Background: an optimization exercise with open tools, aiming at small area and a short achievable clock period. Do not read the settings as production practice. The RTL was checked by simulation tests, not by an equivalence proof against the original design. The flow treats the clock pin as an ideal source, which a real chip does not have.

## flow/design.v (module list and top-level ports; edited modules follow where they fit)
// module addmuladd_3_stage_signed_18_bit_xor_reduction: 1351 lines
module addmuladd_3_stage_signed_18_bit_xor_reduction(
	input signed [17:0] a,
	input signed [17:0] b,
	input signed [17:0] c,
	input signed [17:0] d,
	output [17:0] out,
	input clk);
  // ...
==> flow/flow/run.sh <==
#!/bin/bash
# The standard layout (standard.sh), with these changes:
#  - after the standard synthesis, inverters around full-adder cells are removed by
#    flipping the polarity of full adders (invopt2.py); registers are not touched;
#  - ports are buffered with buf_1 cells (the resizer upsizes them where timing needs it);
#  - timing repair aims at a larger setup margin than the design's clock needs, so
#    the layout is optimised for the period it achieves.
set -euo pipefail
MARGIN=6.8
R=$PWD/orfs/results/sky130hd/addmuladd_3_stage_signed_18_bit_xor_reduction/base
bash standard.sh $R/1_2_yosys.v > synth.log 2>&1
cp $R/1_2_yosys.v $R/1_2_yosys_std.v
python3 flow/invopt2.py $R/1_2_yosys_std.v $R/1_2_yosys.v > invopt.log 2>&1
bash standard.sh SETUP_SLACK_MARGIN=$MARGIN "BUFFER_PORTS_ARGS=-buffer_cell sky130_fd_sc_hd__buf_1" finish > layout.log 2>&1
==> flow/flow/invopt2.py <==
#!/usr/bin/env python3
"""Global inverter minimisation around full adders in a flat Yosys netlist.

A full adder is self-dual: FA(~a, ~b, ~c) = (~sum, ~cout), so each sky130 fa cell may be
"flipped" (fed the complements of its inputs, giving the complements of its outputs)
without changing the function of the netlist. xor/xnor gates absorb an inverted input
by swapping xor <-> xnor, and an xor/xnor driver can give either polarity the same way.
This script removes every inverter, chooses the flips by local search to need as few
inverters as possible, and puts back one inverter per net that some load needs inverted.
Flip-flops and ports are not changed.
usage: invopt2.py IN.v OUT.v
"""
import re, sys, random

src = open(sys.argv[1]).read()
m_first = re.search(r'^\s*sky130_fd_sc_hd__\w+\s', src, re.M)
m_end = src.rfind('endmodule')
head = src[:m_first.start()]
cell_txt = src[m_first.start():m_end]
assert 'assign' not in cell_txt, 'assign statements are not handled'

cell_re = re.compile(r'(sky130_fd_sc_hd__\w+)\s+(\\\S+\s|\S+)\s*\((.*?)\);', re.S)
pin_re = re.compile(r'\.(\w+)\(\s*(\\\S+\s|[^()\s]+)\s*\)')
OUTPINS = {'X', 'Y', 'Q', 'Q_N', 'SUM', 'COUT', 'HI', 'LO'}

cells = {}
order = []
for m in cell_re.finditer(cell_txt):
    typ, name, body = m.group(1), m.group(2).strip(), m.group(3)
    cells[name] = [typ, {p: n.strip() for p, n in pin_re.findall(body)}]
    order.append(name)

ports_out = set()
for m in re.finditer(r'^\s*output\s+(\[(\d+):(\d+)\]\s*)?(\S+);', head, re.M):
    if m.group(1):
        hi, lo = int(m.group(2)), int(m.group(3))
        for i in range(min(hi, lo), max(hi, lo) + 1): ports_out.add(f"{m.group(4)}[{i}]")
    else:
        ports_out.add(m.group(4))

def kind(t):
    b = re.sub(r'^sky130_fd_sc_hd__', '', t)
    if re.match(r'(clk)?inv(lp)?_\d+$', b): return 'inv'
    if re.match(r'fa_\d+$', b): return 'fa'
    if re.match(r'x(n)?or[23]_\d+$', b): return 'xor'
    return 'other'

TOGGLE = {}
for k in ('2', '3'):
    for sz in ('1', '2', '4'):
        TOGGLE[f'sky130_fd_sc_hd__xor{k}_{sz}'] = f'sky130_fd_sc_hd__xnor{k}_{sz}'
        TOGGLE[f'sky130_fd_sc_hd__xnor{k}_{sz}'] = f'sky130_fd_sc_hd__xor{k}_{sz}'
def outpin(t): return 'Y' if re.match(r'sky130_fd_sc_hd__xnor2_', t) else 'X'

# inverters that drive ports stay as ordinary cells
invs = {n for n, (t, p) in cells.items() if kind(t) == 'inv' and p['Y'] not in ports_out}
for n, (t, p) in cells.items():
    if kind(t) == 'xor': assert t in TOGGLE, t
driver = {}
for n, (t, p) in cells.items():
    for pin, net in p.items():
        if pin in OUTPINS: driver[net] = (n, pin)

def resolve(net):
    par = 0
    while net in driver and driver[net][0] in invs:
        net = cells[driver[net][0]][1]['A']; par ^= 1
    return net, par

# sinks per root: (cell, pin, parity); ports as (None, net, parity)
sinks = {}
for n, (t, p) in cells.items():
    if n in invs: continue
    for pin, net in p.items():
        if pin in OUTPINS: continue
        r, q = resolve(net)
        sinks.setdefault(r, []).append((n, pin, q))
for net in ports_out:
    r, q = resolve(net)
    if r != net or net not in driver:
        sinks.setdefault(r, []).append((None, net, q))

fas = [n for n in order if kind(cells[n][0]) == 'fa']
pinned = set()
for f in fas:
    for pin in ('SUM', 'COUT'):
        if cells[f][1][pin] in ports_out: pinned.add(f)
phi = {f: 0 for f in fas}

def root_drv(r):
    d = driver.get(r)
    return d[0] if d else None

def root_cost(r):
    d = root_drv(r)
    pd = phi.get(d, 0) if d else 0
    s0 = s1 = False
    for (c, pin, q) in sinks.get(r, []):
        if c is not None and kind(cells[c][0]) == 'xor': continue
        need = q ^ (phi.get(c, 0) if c else 0) ^ pd
        if need: s1 = True
        else: s0 = True
    if d and kind(cells[d][0]) == 'xor' and r not in ports_out:
        return 1 if (s0 and s1) else 0
    return 1 if s1 else 0

roots = set(sinks)
fa_roots = {}
for f in fas:
    rs = set()
    t, p = cells[f]
    for pin, net in p.items():
        rs.add(resolve(net)[0] if pin not in OUTPINS else net)
    fa_roots[f] = [r for r in rs if r in roots]

def total():
    return sum(root_cost(r) for r in roots)

def delta(f):
    rs = fa_roots[f]
    b = sum(root_cost(r) for r in rs)
    phi[f] ^= 1
    a = sum(root_cost(r) for r in rs)
    phi[f] ^= 1
    return a - b

def descend():
    improved = True
    while improved:
        improved = False
        for f in fas:
            if f in pinned: continue
            if delta(f) < 0:
                phi[f] ^= 1; improved = True

before = len(invs)
descend()
best = dict(phi); best_cost = total()
rng = random.Random(1)
for it in range(60):
    phi.update(best)
    for f in rng.sample(fas, max(1, len(fas) // 10)):
        if f not in pinned: phi[f] ^= 1
    descend()
    c = total()
    if c < best_cost:
        best, best_cost = dict(phi), c
phi.update(best)

# rebuild
for n in invs: del cells[n]
new_wires = []
cnt = [0]
for r in sorted(roots):
    d = root_drv(r)
    pd = phi.get(d, 0) if d else 0
    need = []
    for (c, pin, q) in sinks[r]:
        nd = q ^ (phi.get(c, 0) if c else 0) ^ pd
        need.append((c, pin, nd))
    nonx = [x for x in need if x[0] is None or kind(cells[x[0]][0]) != 'xor']
    if d and kind(cells[d][0]) == 'xor' and r not in ports_out and nonx and all(x[2] for x in nonx):
        # give the inverted polarity at the driver
        t = cells[d][0]; o = outpin(t)
        cells[d][0] = TOGGLE[t]; del cells[d][1][o]; cells[d][1][outpin(cells[d][0])] = r
        need = [(c, pin, nd ^ 1) for (c, pin, nd) in need]
    rn = None
    for (c, pin, nd) in need:
        if c is not None and kind(cells[c][0]) == 'xor':
            cells[c][1][pin] = r
            if nd:
                t = cells[c][0]; o = outpin(t); on = cells[c][1].pop(o)
                cells[c][0] = TOGGLE[t]; cells[c][1][outpin(cells[c][0])] = on
            continue
        if c is None:
            # output port: its net must carry the value
            if nd == 0 and pin == r: continue
            cnt[0] += 1
            if nd:
                cells[f"_invopt_cell_{cnt[0]}_"] = ['sky130_fd_sc_hd__inv_1', {'A': r, 'Y': pin}]
            else:
                cells[f"_invopt_cell_{cnt[0]}_"] = ['sky130_fd_sc_hd__buf_1', {'A': r, 'X': pin}]
            order.append(f"_invopt_cell_{cnt[0]}_")
            continue
        if nd:
            if rn is None:
                cnt[0] += 1
                rn = f"_invopt_n{cnt[0]}_"
                new_wires.append(rn)
                cells[f"_invopt_cell_{cnt[0]}_"] = ['sky130_fd_sc_hd__inv_1', {'A': r, 'Y': rn}]
                order.append(f"_invopt_cell_{cnt[0]}_")
            cells[c][1][pin] = rn
        else:
            cells[c][1][pin] = r
after = sum(1 for t, p in cells.values() if kind(t) == 'inv')
sys.stderr.write(f"invopt2: inverters {before} -> {after} (flipped {sum(phi.values())} of {len(fas)} full adders)\n")

def fmt(n): return n + ' ' if n.startswith('\\') else n
out = [head.rstrip('\n') + '\n']
for w in new_wires: out.append(f"  wire {w};\n")
for name in order:
    if name not in cells: continue
    typ, pins = cells[name]
    pl = ",\n".join(f"    .{p}({fmt(n)})" for p, n in pins.items())
    out.append(f"  {typ} {fmt(name)} (\n{pl}\n  );\n")
out.append("endmodule\n")
open(sys.argv[2], 'w').write(''.join(out))
==> flow/standard.sh <==
#!/bin/bash
# synth_recipe.tcl (not shown) runs the flow's synth.tcl, then flattens the netlist and writes it again
# the make line also repeats each setting of config.mk as NAME=value (left out here)
make -C /OpenROAD-flow-scripts/flow DESIGN_CONFIG=/design/flow/config.mk WORK_HOME=/design/flow/orfs CLKGATE_MAP_FILE= SYNTH_SCRIPT=/design/flow/synth_recipe.tcl "${@:-finish}"
==> flow/config.mk <==
export PLATFORM = sky130hd
export DESIGN_NAME = addmuladd_3_stage_signed_18_bit_xor_reduction
export DESIGN_NICKNAME = addmuladd_3_stage_signed_18_bit_xor_reduction
export VERILOG_FILES = /design/flow/design.v
export SDC_FILE = /design/flow/constraint.sdc
export NUM_CORES = 4
export LEC_CHECK = 0
export ABC_AREA = 1
export CAP_MARGIN = 20
export CORE_MARGIN = 2
export CORE_UTILIZATION = 40
export CTS_BUF_LIST = sky130_fd_sc_hd__clkbuf_4 sky130_fd_sc_hd__clkbuf_8
export SLEW_MARGIN = 20
==> flow/constraint.sdc <==
create_clock -name core_clock -period 10.0 [get_ports {clk}]
set_input_delay 2.0000 -clock core_clock [delete_from_list [all_inputs] [get_ports {clk}]]
set_output_delay 2.0000 -clock core_clock [all_outputs]
set_load 0.01 [all_outputs]
==> metrics.yaml, run 1 <==
multi_input_comb_area_sq_um: 9060
grt_pass1_wl_mm: 52.8
cp_num_cells: 8
synth.avg_cell_area_sq_um: 8.99
tapCellCount: 442
worst_hold_path_type: "reg -> reg"
ctsRootBufferMaster: "clkbuf_8"
setup.worst_path.start_class: "flip-flop"
final_layout_size_suffix_gt1_frac: 0.0847
tritoncts_num_sinks: 165
run_status: "no timing/DRC/antenna violations"
seq_share: 0.231
post_route_m1_wl_mm: 14.8
groute.layer.met2.usage: 0.302
die-height_um: 186
met2WireLength_mm: 14.2
timing.critical_path.from: "bn_r[3]$_DFF_P_"
fmaxAchievable_mhz: 315
whs_ns: 0.479
timing.critical_path.arrival_ns: 3.53
postCtsResizedCells: 10
cts-root-to-sink-buffers: 2
die_area_sq_um: 34500
worst_hold_path.endpoint: "q_r[3]$_DFF_P_"
timing.critical_path.required_ns: 10.36
antenna_violations_before_repair: 0
fin_worst_skew_ns: 0.0210
layout.filler_cells: 3169
timing_worst_slew_pin_value_ns: 1.07
finish.instance_area_sq_um: 14300
largest_net_degree_at_the_start_of_global_routing: 21
timing.critical_path.mode_cell: "ha_1"
netlist_area_sq_um: 13200
grt_use_met3: 0.0393
hpwlAfterDp_mm: 24.1
met3_wirelength_mm: 2.73
==> inputs of run 2 (changes only) <==
--- a/flow/flow/run.sh
+++ b/flow/flow/run.sh
@@ -13,2 +13,2 @@
 python3 flow/invopt2.py $R/1_2_yosys_std.v $R/1_2_yosys.v > invopt.log 2>&1
-bash standard.sh SETUP_SLACK_MARGIN=$MARGIN "BUFFER_PORTS_ARGS=-buffer_cell sky130_fd_sc_hd__buf_1" finish > layout.log 2>&1
+bash standard.sh PRE_CTS_TCL=$PWD/flow/pre_cts.tcl SETUP_SLACK_MARGIN=$MARGIN "BUFFER_PORTS_ARGS=-buffer_cell sky130_fd_sc_hd__buf_1" finish > layout.log 2>&1
==> flow/flow/pre_cts.tcl (new file) <==
set_max_fanout 10 [current_design]
repair_design
==> run 2 against run 1 <==
Fmax decreased by 1.1%. Global-route usage increased by 2.5 points. First-iteration DRC count increased by 12%. Cell area increased by 8.5%. Die area unchanged. Register-to-register slack got worse by 0.03 ns. Non-clock buffer count increased by 102. Cell count increased by 6.4%. Clock skew increased by 0.020 ns. Flip-flop and latch count unchanged. Highest routed layer is now met5.
==> metrics.yaml, run 2 <==
gr-total-overflow: 0  # unchanged
whs_ns: 0.455  # was 0.479 ns
grt.met1_usage: 0.293  # was 0.277
clock_tree_from_tritoncts: "built"  # unchanged
timing.max_cap.violations: 0  # unchanged
setup_slack_on_the_worst_flop_to_flop_path_ns: 6.80  # was 6.83 ns
setup.worst_path.start_class: "flip-flop"  # unchanged
synth.avg_cell_area_sq_um: 8.99  # unchanged
timing_worst_slew_pin_value_ns: 0.733  # was 1.07 ns
fin_worst_skew_ns: 0.0412  # was 0.0210 ns
layout_worst_path_cycle_share: 0.320  # was 0.317
grt_pass1_vias: 10863  # was 9933
final_core_util: 0.478  # was 0.441
ordered_cell_list_for_the_critical_path: "clkdlybuf4s15_2 -> buf_2 -> o22ai_1 -> xor2_1 -> fa_1 -> fa_1 -> ha_1 -> ha_1 -> ha_1 -> ha_1"  # was o22ai_1 -> xor2_1 -> fa_1 -> fa_1 -> ha_1 -> ha_1 -> ha_1 -> ha_1
pre_cts_slack_ns: 6.28  # unchanged
finalHoldViolCount: 0  # unchanged
maxSlewViolCount: 0  # unchanged
timing.final.crit_period_ns: 3.20  # was 3.17 ns
drt.antenna.violating_nets: 0  # unchanged
crit_path_max_fanout: 10  # was 19
final_layout_size_suffix_gt1_frac: 0.115  # was 0.0847
grt_use_total: 0.223  # was 0.198
reg2reg_from: "bn_r[3]$_DFF_P_"  # unchanged
layout-area-overhead-vs-synth_pct: 17.8  # was 8.57%
timing.critical_path.mode_cell: "ha_1"  # unchanged
detail_route.wirelength_mm: 37.2  # was 32.8 mm
antenna_violations_before_repair: 1  # was 0
cpPeakStageDelay_ns: 0.42  # was 0.97 ns
critical-path-slowest-cell: "fa_1"  # was dfxtp_1
tritoncts_num_sinks: 165  # unchanged
setup_tns_ns: 0  # unchanged
grt_most_used_layer: "met2"  # unchanged
drt-pass1-iter-count: 5  # was 6
worst_setup_path_end_kind: "flip-flop"  # unchanged
dpl_cell_area_sq_um: 13800  # unchanged
antennaDiodeCount: 0  # unchanged
clk_latency_ns: 0.59  # was 0.47 ns
top_register: "q_r"  # unchanged
setup_slack_ns: 6.80  # was 6.83 ns
reg2reg_depth: 10  # was 8
largestRegisters: "q_r: 92 flops, bn_r: 18 flops, c_r: 18 flops"  # unchanged
cp.buffers_inverters: 2  # was 0
largest_reg_flops: 92  # unchanged
drcViolationCount: 0  # unchanged
nNetsFinal: 1928  # was 1794
max_slew_margin: 0.511  # was 0.288
run_status: "no timing/DRC/antenna violations"  # unchanged
finish.instance_area_sq_um: 15600  # was 14300 sq um
timing.critical_path.arrival_ns: 3.64  # was 3.53 ns
row_count: 66  # unchanged
hpwlAfterDp_mm: 24.1  # unchanged
final_setup_violation_count: 0  # unchanged
rsz_0062_raised_after_global_routing: "yes"  # unchanged
floorplan.initialDensity: 0.406  # unchanged
drt_iter0_drc: 1080  # was 968
cp_num_cells: 10  # was 8
timing.critical_path.to: "q_r[17]$_DFF_P_"  # unchanged
timing.critical_path.from: "bn_r[3]$_DFF_P_"  # unchanged
port-buffer-count: 73  # unchanged
synthesis_warnings: 1  # unchanged
largest_net_degree_at_the_start_of_global_routing: 17  # was 21
commonest_cells_after_routing_fill_and_taps_aside: "203 x nand2_1, 163 x dfxtp_1, 156 x inv_1, 153 x o22ai_1, 147 x xor2_1"  # was 202 x nand2_1, 161 x inv_1, 151 x o22ai_1, 151 x dfxtp_1, 147 x xor2_1
drt-vias-per-instance: 5.18  # was 5.11
wl_per_cell_um: 18.0  # was 16.9 um
timing_worst_setup_path_type: "reg -> reg"  # unchanged
worstReg2RegEnd: "q_r[17]$_DFF_P_"  # unchanged
critical_path.top_delay_family: "adder cells"  # unchanged
clock_transition_at_path_regs_ns: 0.06  # was 0.09 ns
floorplan.core_area_sq_um: 32500  # unchanged
ioPinCount: 91  # unchanged
grt_use_met3: 0.0581  # was 0.0393
fmaxAchievable_mhz: 312  # was 315 MHz
groute.layer.met2.usage: 0.339  # was 0.302
most_common_library_cell_in_the_layout_ignoring_fill_and_taps: "nand2_1"  # unchanged
timing.critical_path.required_ns: 10.44  # was 10.36 ns
die_area_sq_um: 34500  # unchanged
layout.filler_cells: 3034  # was 3169
grt_pass1_wl_mm: 58.5  # was 52.8 mm
syn-instance-count: 1469  # unchanged
vias: 10711  # was 9926
netlist_area_sq_um: 13200  # unchanged
worst_hold_path_type: "reg -> reg"  # unchanged
die_w_um: 186  # unchanged
numCtsBuffers: 49  # was 17
finalWeightedCongestion: 0.872  # unchanged
die-height_um: 186  # unchanged
## run 2: cell types whose count changed in the layout (fill, tap and decap cells not counted), moves of 12 or more
| cell | change |
|---|---|
| dlymetal6s2s_1 | +23 |
| clkbuf_8 | +32 |
| dfxtp_2 | -12 |
| buf_4 | +18 |
| buf_2 | +12 |
| dlygate4sd2_1 | +16 |
| dfxtp_1 | +12 |
## run 2: stage by stage
step / cells
finish: 2066
global route: 2066
detailed placement: 1908
CTS: 2061
floorplan: 1485
global placement: 1908
## run 2: worst min path at each step
| stage | slack [ns] | startpoint | to | cells past startpoint |
|---|---|---|---|---|
| final | 0.45 | c_r[0]$_DFF_P_ | q_r[1]$_DFF_P_ | 1 |
| after CTS | 0.45 | c_r[0]$_DFF_P_ | q_r[1]$_DFF_P_ | 1 |
| after floorplan | 0.42 | c_r[0]$_DFF_P_ | q_r[1]$_DFF_P_ | 1 |
| after global placement | 0.44 | c_r[0]$_DFF_P_ | q_r[1]$_DFF_P_ | 1 |
| after detailed placement | 0.44 | c_r[0]$_DFF_P_ | q_r[1]$_DFF_P_ | 1 |
| after global routing | 0.47 | c_r[0]$_DFF_P_ | q_r[1]$_DFF_P_ | 1 |
## run 2: worst register-to-register path, delay by kind of cell (launching register included)
| kind | cells | cell delay, ns |
|---|---|---|
| adder cells (fa/ha/maj) | 6 | 1.66 |
| buffers and inverters | 2 | 0.77 |
| AO/OA/AOI/OAI | 1 | 0.15 |
| XOR/XNOR | 1 | 0.18 |
| flip-flops | 1 | 0.31 |
## run 2: metal layers
metal | wire [um] | part of all wire
met1 | 15600 | 0.42
met2 | 16000 | 0.43
met3 | 3680 | 0.099
met4 | 1860 | 0.050
met5 | 10 | 0.00027
## run 2: layout make-up
class | count | area [sq um] | area share
multi-input cells | 1045 | 9020 | 0.580
well taps | 442 | 553 | 0.0355
inverters | 168 | 653 | 0.0420
clock buffers | 54 | 712 | 0.0458
repair buffers | 192 | 1320 | 0.0846
flip-flops and latches | 165 | 3310 | 0.212
## run 2: what timing repair did
| item | 4_1_cts | 5_1_grt |
|---|---|---|
| resized for setup | 141 | 101 |
| setup buffers | 11 | 5 |
| setup endpoints to repair | 85 | 30 |
| pin swaps | 0 | 21 |
| hold buffers | 0 | 0 |

[what the ideal ports hide]
No port has a modelled driver above. Below, the same layouts with a new extraction and two added sets of constraints. Step 1, drivers: a clkbuf_16 drives clk and a buf_2 each remaining input, both assumed. Step 2, shift: input delay + t, output delay - t, t = (earliest + latest rising clock arrival at the registers) / 2. This alone moves slack from input paths to output paths. Slacks: ideal / step 1 / step 2; pairs: ideal / step 1.
| run | t (ns) | slack for setup (ns) | worst register clock-pin slew, ns | worst slew at a driven data input, ns |
|---|---|---|---|---|
| run 1 | 0.510 | 6.830 / 6.830 / 6.352 | 0.11 / 0.11 | 0.05 |
| run 2 | 0.614 | 6.796 / 6.796 / 6.290 | 0.08 / 0.08 | 0.05 |
After both steps every run listed still meets setup and hold. For run 2, which loses most, drivers alone change the setup slack by 0.000 ns; drivers and shift together by -0.506 ns.
